From an optimization exercise on the open Yosys and OpenROAD flow, aimed at small area and a short achievable clock period; shortcuts taken in it are not production practice. In this exercise RTL edits were held to simulation tests only and were not proved equivalent to the original.

==> flow/design.v (outline; a module is shown in full before it is edited, if it fits) <==
// module part2: 1166 lines
module part2 (
    clear,
    clock,
    digit,
    digit_valid,
    end_of_line,
    total,
    line_result
);
  // ...
==> flow/flow/run.sh <==
#!/bin/bash
# The standard layout (standard.sh), with these changes:
#  - synthesis leaves adders to ABC as plain gates (ADDER_MAP_FILE empty: no
#    full or half adder cells), so ABC can restructure the arithmetic;
#  - ABC's area script maps for a delay target (flow/abc_area.script) instead
#    of the unreachable default, so it can recover area off the critical paths;
set -euo pipefail
here=$(pwd)
rm -rf "$here/synth_scripts"
cp -r "$FLOW_HOME/scripts" "$here/synth_scripts"
cp "$here/flow/abc_area.script" "$here/synth_scripts/abc_area.script"
bash standard.sh ADDER_MAP_FILE= SCRIPTS_DIR="$here/synth_scripts" synth > synth.log 2>&1
export BUFFER_PORTS_ARGS="-buffer_cell sky130_fd_sc_hd__buf_2"
bash standard.sh ADDER_MAP_FILE= "BUFFER_PORTS_ARGS=$BUFFER_PORTS_ARGS" finish > layout.log 2>&1
==> flow/flow/abc_area.script <==
strash
dch -f
map -D 2700 -A 0.9
topo
stime -c
buffer -c
upsize -c -D 2700
dnsize -c -D 2700
==> flow/standard.sh <==
#!/bin/bash
# synth_recipe.tcl (not shown) runs the flow's synth.tcl, then flattens the netlist and writes it again
# the make line also repeats each setting of config.mk as NAME=value (left out here)
make -C /OpenROAD-flow-scripts/flow DESIGN_CONFIG=/design/flow/config.mk WORK_HOME=/design/flow/orfs CLKGATE_MAP_FILE= SYNTH_SCRIPT=/design/flow/synth_recipe.tcl "${@:-finish}"
==> flow/config.mk <==
export PLATFORM = sky130hd
export DESIGN_NAME = part2
export DESIGN_NICKNAME = part2
export VERILOG_FILES = /design/flow/design.v
export SDC_FILE = /design/flow/constraint.sdc
export NUM_CORES = 4
export LEC_CHECK = 0
export ABC_AREA = 1
export CAP_MARGIN = 20
export CORE_MARGIN = 2
export CORE_UTILIZATION = 40
export CTS_BUF_LIST = sky130_fd_sc_hd__clkbuf_8
export SETUP_SLACK_MARGIN = 2.75
export SLEW_MARGIN = 20
==> flow/constraint.sdc <==
create_clock -name core_clock -period 6.5 [get_ports {clock}]
set_input_delay 1.3000 -clock core_clock [delete_from_list [all_inputs] [get_ports {clock}]]
set_output_delay 1.3000 -clock core_clock [all_outputs]
set_load 0.01 [all_outputs]
==> metrics.csv, run 1 <==
metric,value,unit
Tcrit/Tclk final,55.34,%
First DRT Iteration DRCs,1004,
Final Hold Viols,0,
met3 wire length,2266,um
clock transition at the registers of the reported paths,90,ps
Post-synth ARST share,0,%
synth warn,1,
syn_area_per_cell,5.648,sq um
first-pass GRT wire length,72080,um
Non-clk bufs,145,
crit start category,register,
vias in the first global route,14460,
htree depth,4,
layer with the highest usage,met2,
Non-clock buffering overhead,4.599,%
n_taps,518,
Post-CTS Hold Buffers,0,
crit path DAT,2300,ps
r2r worst-path depth,27,
hold crit path type,reg -> reg,
Hold Startpoint,lp[0]$_SDFFE_PP0P_,
"count leader, synth",nand2_1,
run status,no timing/DRC/antenna violations,
sequential cells,161,
ratio of cells with drive above 1 in the final layout,14.55,%
CP top delay family,compound AO/OA/AOI/OAI gates,
Placer Congestion,0.9708,
area share of the largest cell type after synthesis,20.46,%
IO Port Bufs,111,
Final Slew Violations,0,
Crit path top cell by count,a21oi_4,
Overall Global Routing Usage,21.54,%
"flops & latches, synth",161,
Filler cells,4143,
Post-route DRC,0,
==> run 2, diff against run 1 <==
==> flow/flow/abc_area.script (replaced) <==
strash
dch -f
map -D 2500 -A 0.9
topo
stime -c
buffer -c
upsize -c -D 2500
dnsize -c -D 2500
==> run 2 against run 1 <==
Still clean on timing, DRC and antenna; critical path depth stayed put; global-route usage is 0.37 points higher; non-clock buffer count is 12 lower; via count is 0.62% higher; register-to-register slack better by 40 ps; final cell count is 0.29% lower; clock skew is 5.7 ps lower; largest cell class unchanged.
==> metrics.csv, run 2 <==
metric,value,unit,change
initial antenna violation count,0,,
crit path DAT,2300,ps,about the same
post-synth cell types,54,,
final net count,2879,,
routed vias,16320,,
largest net degree at the start of global routing,97,,
die footprint,40910,sq um,
Final Slew Violations,0,,unchanged
Tcrit/Tclk final,55.39,%,+0.056 points
WL final,44880,um,
Filler cells,4228,,+2.1%
# rows,72,,
min Tclk post-route,3601,ps,
DR vias/cell,4.797,,
Post-route DRC,0,,unchanged
max reg flops,64,,
Ant. Diodes,0,,
Worst EP required,5200,ps,
run status,no timing/DRC/antenna violations,,
setup_tns,0,ps,
"commonest non-fill, non-tap cells in the layout","nand2_1, nor2_1, inv_1",,
synth top area cells,"dfxtp_1, nand2_1, nor2_1",,
ratio of cells with drive above 1 in the final layout,12.97,%,-1.6 points
First DRT Iteration DRCs,960,,-4.4%
Final Setup Violations,0,,
io pins,120,,
TritonCTS Buffers,17,,
critical path class,reg -> out,,
CTS tree,done,,
die height,202.3,um,
P&R area growth vs syn,10.54,%,
synth cell count leaders,"nand2_1, nor2_1, inv_1",,
crit start category,register,,
"most common cell after layout, fill and taps aside",nand2_1,,
Die X,202.3,um,
Syn Inst Count,2790,,
Synth area leader,dfxtp_1,,
Post-synth top flop,dfxtp_1,,
largest registers,"tot: 64 flops, z: 44 flops, ls: 40 flops",,
Core Region,38740,sq um,
CTS Root Buffer Type,clkbuf_8,,
synth warn,1,,unchanged
vias in the first global route,14750,,+2.0%
IO Port Bufs,111,,unchanged
Initial Util,40.59,%,
routed len/inst,13.20,um,
Critical Path Fanout Max,3,,
Placer Congestion,0.9115,,-6.1%
post-route antenna net violation count,0,,
"Seq/Total Area, Yosys",20.50,%,
Post-synth ARST share,0,%,unchanged
Final Hold Viols,0,,unchanged
hold crit path type,reg -> reg,,
Worst-Margin Slew,1052,ps,
GR Overflow Total,0,,
total clock sinks,161,,
Post-DP HPWL,35480,um,
register name with the most flops,tot,,
max cap viols,0,,
htree depth,4,,unchanged
area share of the largest cell type after synthesis,20.50,%,+0.036 points
Finished Core Util,44.87,%,
Overall Global Routing Usage,21.90,%,+0.37 points
clock transition at the registers of the reported paths,90,ps,about the same
slew margin rel.,29.80,%,
CP endpoint kind,output pin,,
mapped cell area,15720,sq um,
syn_area_per_cell,5.636,sq um,-0.21%
clock skew,14.21,ps,
clock latency on the worst-skew pair,520,ps,
number of synthesized flops with an enable pin,0,,
f_max,277.7,MHz,
Clock Path Buffers,2,,
"count leader, synth",nand2_1,,
RSZ-0062 raised after global routing,true,,
first-pass GRT wire length,73040,um,+1.3%
"flops & latches, synth",161,,unchanged
r2r setup slk,3020,ps,
drt pass-1 iters,5,,
[run 2: metal layers]
layer	track usage (%)	vias to the layer above	part of all wire, %
met1	30.07	7210	50
met4	4.771	0	1.5
met3	3.305	43	3.9
li1	-	8770	-
met2	36.23	292	45
met5	0	-	0
[run 2: per-stage QoR]
step	hold WS, ps	area [sq um]	setup slack (ps)	instances
2_1_floorplan	444.6	15750	2900	2797
3_3_place_gp	453.2	16570	2559	3353
3_5_place_dp	459.6	16570	2507	3353
4_1_cts	483.1	17060	2737	3392
5_1_grt	513.1	17380	2683	3401
6_report	480.1	17380	2899	3401
[run 2: cell families after synthesis]
group	after synthesis	share of synthesized area, %
AOI/OAI and AO/OA	454	15.06
xor gates and xnor gates	231	13.34
adders and majority gates	2	0.1273
buffers and inverters	423	10.98
DFF	161	20.50
other	1	0.02385
and+or+nand+nor	1518	39.97
[run 2: final timing paths]
path	depth (start not counted)	end	startpoint
setup / recovery	14	line_result[34]	lg[0]$_SDFFE_PP0P_
hold / removal	2	tot[63]$_SDFFE_PP0P_	tot[63]$_SDFFE_PP0P_
setup reg to reg	24	ls[19]$_SDFFE_PP0P_	z[36]$_SDFFE_PP0P_
hold reg to reg	2	tot[63]$_SDFFE_PP0P_	tot[63]$_SDFFE_PP0P_
[run 2: worst max-delay path, stage by stage (launching register included)]
cell,delay (ps)
dfxtp_2,350
nand2_2,70
nand2_4,80
a21oi_4,70
inv_2,100
nand2_2,70
nand2_4,100
nand2_2,90
nor2_4,100
nand2_2,80
nor2_4,110
nand2_2,90
nor2_4,130
xor2_2,210
buf_2,170
[run 2: repair_timing]
action / 4_1_cts / 5_1_grt
gates resized for setup: 16 / 88
hold buffers: 0 / 0
setup buffers: 8 / 9
endpoints found under the setup margin: 13 / 50
pin swaps: 10 / 15
cloned: 0 / 0
[run 2: area by class of cell]
| type | count | area (sq um) | share of cell area (%) |
|---|---|---|---|
| Clock inverter | 12 | 121.4 | 0.6982 |
| Inverter | 345 | 1304 | 7.501 |
| Timing Repair Buffer | 133 | 720.7 | 4.146 |
| Clock buffer | 19 | 261.5 | 1.504 |
| Multi-Input combinational cell | 2213 | 11060 | 63.60 |
| Sequential cell | 161 | 3271 | 18.82 |
| Tap cell | 518 | 648.1 | 3.729 |
==> run 3, diff against run 2 <==
--- a/flow/config.mk
+++ b/flow/config.mk
@@ -8,7 +8,7 @@
 export ABC_AREA = 1
 export CAP_MARGIN = 20
 export CORE_MARGIN = 2
-export CORE_UTILIZATION = 40
+export CORE_UTILIZATION = 45
 export CTS_BUF_LIST = sky130_fd_sc_hd__clkbuf_8
 export SETUP_SLACK_MARGIN = 2.75
 export SLEW_MARGIN = 20
==> run 3 against run 2 <==
Register-to-register slack worse by 70 ps; non-clock buffer count grew 2; global-route usage is 2.5 points higher; clock-buffer cell count fell by 1; still clean on timing, DRC and antenna; final cell count decreased by 1.8%; fmax grew 0.27%; highest routed layer unchanged; via count about the same; critical path type unchanged; synthesized cell count unchanged.
==> metrics.csv, run 3 <==
metric,value,unit,change
CP endpoint kind,output pin,,
largest registers,"tot: 64 flops, z: 44 flops, ls: 40 flops",,
crit start category,register,,
total clock sinks,161,,unchanged
Tcrit/Tclk final,55.24,%,-0.15 points
P&R area growth vs syn,10.50,%,about the same
Post-CTS Hold Buffers,0,,unchanged
RSZ-0062 raised after global routing,true,,
vias in the first global route,14390,,-2.4%
hold crit path type,reg -> reg,,
r2r worst-path depth,23,,-4.2%
largest net degree at the start of global routing,72,,-26%
M2 GR Usage,39.05,%,+2.8 points
Worst EP required,5200,ps,about the same
Final Hold Viols,0,,unchanged
FF+latch area,3283,sq um,+0.38%
post-route antenna net violation count,0,,unchanged
number of synthesized flops with an enable pin,0,,unchanged
Post-synth top flop,dfxtp_1,,
register name with the most flops,tot,,
run status,no timing/DRC/antenna violations,,
WL final,44470,um,-0.90%
max reg flops,64,,unchanged
GR Overflow Total,0,,unchanged
Final Slew Violations,0,,unchanged
area share of the largest cell type after synthesis,20.50,%,unchanged
Filler cells,3652,,-14%
synth cell count leaders,"nand2_1, nor2_1, inv_1",,
Syn Inst Count,2790,,unchanged
setup_tns,0,ps,unchanged
drt pass-1 iters,5,,unchanged
IO Port Bufs,111,,unchanged
max incr delay on CP,350,ps,about the same
Overall Global Routing Usage,24.36,%,+2.5 points
TritonCTS Buffers,17,,unchanged
GR met1 Demand/Resource,34.53,%,+4.5 points
min Tclk post-route,3591,ps,-9.730 ps
Critical Path Fanout Max,3,,unchanged
f_max,278.5,MHz,+0.27%
clock latency on the worst-skew pair,490,ps,-30 ps
Core Region,34460,sq um,-11%
htree depth,4,,unchanged
CP max stage cell,dfxtp_2,,
Post-route DRC,0,,unchanged
Ant. Diodes,0,,unchanged
"Seq/Total Area, Yosys",20.50,%,unchanged
die height,190.9,um,-5.6%
max cap viols,0,,unchanged
First DRT Iteration DRCs,1028,,+7.1%
slew margin rel.,34.90,%,+5.1 points
r2r setup slk,2950,ps,-70 ps
io pins,120,,unchanged
crit path DAT,2290,ps,about the same
routed len/inst,13.32,um,+0.91%
"commonest non-fill, non-tap cells in the layout","nand2_1, nor2_1, inv_1",,
mapped cell area,15720,sq um,unchanged
routed vias,16330,,+0.067%
critical path class,reg -> out,,
# rows,68,,-5.6%
"flops & latches, synth",161,,unchanged
post-synth cell types,54,,unchanged
RR Endpoint,tot[44]$_SDFFE_PP0P_,,
Post-DP HPWL,35150,um,-0.95%
Post-synth ARST share,0,%,unchanged
Placer Congestion,0.9080,,-0.38%
Finished Core Util,50.42,%,+5.6 points
Initial Util,45.63,%,+5.0 points
synth warn,1,,unchanged
clock skew,14.62,ps,+0.4128 ps
synth top area cells,"dfxtp_1, nand2_1, nor2_1",,
global routing usage on met3,3.378,%,+0.073 points
Clock Path Buffers,2,,unchanged
die footprint,36450,sq um,-11%
first-pass GRT wire length,71500,um,-2.1%
syn_area_per_cell,5.636,sq um,unchanged
Die X,190.9,um,-5.6%
DR vias/cell,4.888,,+1.9%
"most common cell after layout, fill and taps aside",nand2_1,,
Hold Startpoint,tot[63]$_SDFFE_PP0P_,,
layer with the highest usage,met2,,
critical path cell sequence,nand2_1 > nand2_2 > a21oi_4 > inv_2 > nand2_2 > nand2_4 > nand2_4 > nor2_4 > nand2_2 > nor2_4 > nand2_2 > nor2_4 > xor2_2 > buf_2,,
Final Setup Violations,0,,unchanged
Worst Hold Path EP,tot[63]$_SDFFE_PP0P_,,
Crit path top cell by count,nand2_2,,
CTS Root Buffer Type,clkbuf_8,,
ratio of cells with drive above 1 in the final layout,13.17,%,+0.20 points
final net count,2881,,+0.069%
CTS tree,done,,
clock transition at the registers of the reported paths,90,ps,about the same
Synth area leader,dfxtp_1,,
r2r startpoint,lg[0]$_SDFFE_PP0P_,,
area of the multi-input gates,11090,sq um,+0.35%
Hold Path Stages,2,,unchanged
"count leader, synth",nand2_1,,
initial antenna violation count,0,,unchanged
Worst-Margin Slew,975.5,ps,-76.32 ps
## run 3: cell counts after synthesis
Identical to the previous run, type by type.
## run 3: area by class of cell
class	instances	area share, %
multi-input combinational	2213	63.85
sequential	161	18.90
inverter	345	7.525
timing repair buffer	135	4.270
tap	455	3.276
clock buffer	18	1.426
clock inverter	13	0.7561
## run 3: stage by stage
stage | std cells | setup slack (ps) | hold slack, ps | area, sq um
global route | 3340 | 2696 | 518.5 | 17380
global placement | 3291 | 2538 | 455.7 | 16500
CTS | 3328 | 2756 | 470.1 | 16960
detailed placement | 3291 | 2447 | 460.8 | 16500
floorplan | 2797 | 2900 | 444.6 | 15750
finish | 3340 | 2909 | 474.7 | 17380
## run 3: worst max path at each step
stage	start	to	slack [ps]	cells past startpoint
floorplan	digit[0]	ls[6]$_SDFFE_PP0P_	2900	20
global placement	digit[0]	ls[6]$_SDFFE_PP0P_	2540	21
detailed placement	digit[0]	ls[6]$_SDFFE_PP0P_	2450	21
CTS	lg[0]$_SDFFE_PP0P_	line_result[34]	2760	14
global route	z[28]$_SDFFE_PP0P_	ls[19]$_SDFFE_PP0P_	2700	22
finish	lg[0]$_SDFFE_PP0P_	line_result[34]	2910	14
## run 3: cells by family after synthesis
family | Yosys count | share of synthesized area, %
and+or+nand+nor | 1518 | 39.97
AOI/OAI and AO/OA | 454 | 15.06
buffers and inverters | 423 | 10.98
xor gates and xnor gates | 231 | 13.34
DFF | 161 | 20.50
adders and majority gates | 2 | 0.1273
other | 1 | 0.02385
## run 3: critical path: cells and delay by family, from the launching register on
kind,cells,cell delay (ps)
compound gates,1,70
xor+xnor,1,210
buf+inv,2,270
flops,1,350
simple gates,10,910
## run 3: layer usage
metal | vias up | routed length [um] | part of all wire [%]
met4 | 0 | 656 | 1.5
met2 | 348 | 19210 | 43
met3 | 36 | 2228 | 5.0
met5 | - | 0 | 0
li1 | 8783 | - | -
met1 | 7159 | 22370 | 50
## run 3: what timing repair did
item	4_1_cts	5_1_grt
resized for setup	13	100
hold endpoints to repair	0	0
pin swaps	7	19
setup endpoints to repair	11	59
setup buffers	6	12
==> run 4, diff against run 3 <==
--- a/flow/config.mk
+++ b/flow/config.mk
@@ -8,7 +8,8 @@
 export ABC_AREA = 1
 export CAP_MARGIN = 20
 export CORE_MARGIN = 2
-export CORE_UTILIZATION = 45
+export CORE_UTILIZATION = 40
 export CTS_BUF_LIST = sky130_fd_sc_hd__clkbuf_8
+export GPL_ROUTABILITY_DRIVEN = 0
 export SETUP_SLACK_MARGIN = 2.75
 export SLEW_MARGIN = 20
==> run 4 against run 3 <==
Still clean; sequential share of layout area about the same; register-to-register slack better by 70 ps; via count up 0.59%; worst hold slack better by 2.7 ps; utilization down 5.5 points; fmax about the same; non-clock buffer count down 1; critical path depth unchanged; area after synthesis unchanged; critical path type unchanged; highest routed layer unchanged.
==> metrics.csv, run 4 <==
metric,value,unit,change
slew margin rel.,26.50,%,-8.4 points
CP max stage cell,dfxtp_2,,
vias in the first global route,14730,,+2.4%
hold crit path type,reg -> reg,,
largest net degree at the start of global routing,98,,+36%
Post-route DRC,0,,unchanged
"count leader, synth",nand2_1,,
CP top delay family,simple AND/OR/NAND/NOR gates,,
Post-synth top flop,dfxtp_1,,
global routing usage on met3,3.950,%,+0.57 points
die footprint,40910,sq um,+12%
area of the multi-input gates,11070,sq um,-0.20%
clock transition at the registers of the reported paths,100,ps,about the same
main combinational cell family by area after synthesis,simple AND/OR/NAND/NOR gates,,
Worst Hold Path EP,lp[0]$_SDFFE_PP0P_,,
xor and xnor area share after synthesis,13.34,%,unchanged
synth warn,1,,unchanged
Post-CTS Hold Buffers,0,,unchanged
GR met1 Demand/Resource,28.68,%,-5.9 points
"flops & latches, synth",161,,unchanged
RR Endpoint,tot[42]$_SDFFE_PP0P_,,
initial antenna violation count,0,,unchanged
Tcrit/Tclk final,55.27,%,about the same
RSZ-0062 raised after global routing,true,,
clock latency on the worst-skew pair,530,ps,+40 ps
Initial Util,40.59,%,-5.0 points
CTS Root Buffer Type,clkbuf_8,,
Final Setup Violations,0,,unchanged
Overall Global Routing Usage,21.44,%,-2.9 points
area share of the largest cell type after synthesis,20.50,%,unchanged
Synth area leader,dfxtp_1,,
Syn Inst Count,2790,,unchanged
post-synthesis mux area share,0,%,unchanged
Hold Startpoint,lp[0]$_SDFFE_PP0P_,,
post-route antenna net violation count,0,,unchanged
ratio of cells with drive above 1 in the final layout,13.07,%,-0.10 points
GR Overflow Total,0,,unchanged
# rows,72,,+5.9%
"most common cell after layout, fill and taps aside",nand2_1,,
htree depth,4,,unchanged
routed len/inst,12.93,um,-2.9%
CP endpoint kind,output pin,,
syn_area_per_cell,5.636,sq um,unchanged
r2r setup slk,3020,ps,+70 ps
Clock Path Buffers,2,,unchanged
post-synth cell types,54,,unchanged
crit path DAT,2290,ps,about the same
Worst EP required,5200,ps,about the same
adder-cell share of the synthesized area,0.1273,%,unchanged
post-synthesis simple-gate area fraction,39.97,%,unchanged
largest registers,"tot: 64 flops, z: 44 flops, ls: 40 flops",,
crit start category,register,,
setup slack at placement,2488,ps,+41.47 ps
total clock sinks,161,,unchanged
synth cell count leaders,"nand2_1, nor2_1, inv_1",,
Post-synth ARST share,0,%,unchanged
post-synthesis compound-gate area fraction,15.06,%,unchanged
critical path class,reg -> out,,
IO Port Bufs,111,,unchanged
f_max,278.4,MHz,about the same
die height,202.3,um,+5.9%
Critical Path Fanout Max,3,,unchanged
Worst-Margin Slew,1101,ps,+125.9 ps
layer with the highest usage,met2,,
r2r worst-path depth,24,,+4.3%
r2r startpoint,lg[0]$_SDFFE_PP0P_,,
TritonCTS Buffers,17,,unchanged
routed vias,16420,,+0.59%
Die X,202.3,um,+5.9%
min Tclk post-route,3592,ps,+1.440 ps
Core Region,38740,sq um,+12%
synth top area cells,"dfxtp_1, nand2_1, nor2_1",,
"commonest non-fill, non-tap cells in the layout","nand2_1, nor2_1, inv_1",,
Final Slew Violations,0,,unchanged
Ant. Diodes,0,,unchanged
Hold Path Stages,2,,unchanged
CP Buf/Inv Count,3,,+1
first-pass GRT wire length,71910,um,+0.58%
CTS tree,done,,
DR vias/cell,4.826,,-1.3%
io pins,120,,unchanged
FF+latch area,3284,sq um,about the same
Post-DP HPWL,34530,um,-1.8%
WL final,44010,um,-1.0%
Filler cells,4153,,+14%
First DRT Iteration DRCs,1242,,+21%
"Seq/Total Area, Yosys",20.50,%,unchanged
final net count,2880,,-0.035%
number of synthesized flops with an enable pin,0,,unchanged
drt pass-1 iters,5,,unchanged
max incr delay on CP,350,ps,about the same
Final Hold Viols,0,,unchanged
setup_tns,0,ps,unchanged
Crit path top cell by count,nand2_2,,
register name with the most flops,tot,,
clock skew,15.89,ps,+1.272 ps
run status,no timing/DRC/antenna violations,,
mapped cell area,15720,sq um,unchanged
max cap viols,0,,unchanged
critical path cell sequence,nand2_2 > nand2_4 > a21oi_4 > inv_2 > nand2_2 > nand2_4 > a21oi_4 > nor2_4 > nand2_2 > nor2_2 > nand2_2 > xor2_2 > inv_2 > buf_2,,
M2 GR Usage,34.49,%,-4.6 points
max reg flops,64,,unchanged
final worst slack,2908,ps,-1.440 ps
P&R area growth vs syn,10.64,%,
## run 4: cell types whose count changed in the layout (fill, tap and decap cells not counted), sizes merged
cell	previous run	this run
clkinvlp	4	2
clkinv	9	10
bufinv	1	0
clkbuf	18	17
inv	344	348
buf	135	134
## run 4: cell type report
type                    instances  area share (%)
repair buffers                134           4.186
clock buffers                  17           1.345
clock inverters                15          0.7120
well taps                     518           3.726
inverters                     345           7.509
flip-flops and latches        161           18.88
multi-input cells            2213           63.64
## run 4: kinds of logic after synthesis
kind of cell / Yosys count
AO/OA/AOI/OAI: 454
XOR/XNOR: 231
adder cells (fa/ha/maj): 2
buffers and inverters: 423
flip-flops: 161
other: 1
AND/OR/NAND/NOR: 1518
## run 4: worst max-delay path by stage
stage | from | endpoint | slack (ps) | cells past startpoint
CTS | lg[0]$_SDFFE_PP0P_ | line_result[39] | 2730 | 14
global route | lg[0]$_SDFFE_PP0P_ | line_result[39] | 2690 | 14
floorplan | digit[0] | ls[6]$_SDFFE_PP0P_ | 2900 | 20
finish | lg[0]$_SDFFE_PP0P_ | line_result[39] | 2910 | 14
global placement | digit[0] | ls[6]$_SDFFE_PP0P_ | 2550 | 21
detailed placement | digit[0] | ls[6]$_SDFFE_PP0P_ | 2490 | 21
## run 4: layer usage
metal	wire, um	share of wire (%)	vias up
met5	0	0	-
met4	1096	2.5	0
met3	2343	5.3	58
met2	19220	44	403
met1	21350	49	7182
li1	-	-	8780
## run 4: worst min-delay path, stage by stage (launching register included)
cell     delay (ps)
dfxtp_2         340
nand2_1          60
a21oi_1          50
## run 4: what timing repair did
action / 4_1_cts / 5_1_grt
resized for setup: 18 / 93
setup buffers: 8 / 10
pin swaps: 11 / 11
setup endpoints to repair: 10 / 56
## run 4: through the flow
step / instances / area, sq um / utilization [%] / hold WS, ps
2_1_floorplan: 2797 / 15750 / - / 444.6
5_1_grt: 3403 / 17400 / 44.91 / 500.6
6_report: 3403 / 17400 / 44.91 / 477.4
3_3_place_gp: 3353 / 16570 / 42.78 / 455.2
3_5_place_dp: 3353 / 16570 / 42.78 / 458.6
4_1_cts: 3393 / 17060 / 44.03 / 477.4

[what the ideal ports hide]
In the flow no input, the clock included, has a driving cell. The finished layouts below were timed again as built, in two steps. Step 1 assumes that a clkbuf_16 drives the clock port and a buf_2 every other input. Step 2 also shifts input and output timing later by t, the mid clock arrival at the registers, as if the neighbouring blocks saw the same clock. Three values: no drivers, after step 1, after step 2; two values: the first two.
run | t (ns) | slack for setup (ns) | worst setup path at the end | worst data-port slew with drivers (ns) | cell pins on the clock port's net
run 1 | 0.557 | 2.903 / 2.851 / 2.556 | input to register | 0.03 | 1
run 2 | 0.565 | 2.899 / 2.848 / 2.621 | input to register | 0.03 | 1
run 3 | 0.536 | 2.909 / 2.858 / 2.535 | input to register | 0.03 | 1
run 4 | 0.575 | 2.908 / 2.852 / 2.650 | input to register | 0.03 | 1
After both steps every run listed still meets setup and hold. For run 3, which loses most, drivers alone change the setup slack by -0.051 ns; drivers and shift together by -0.374 ns.
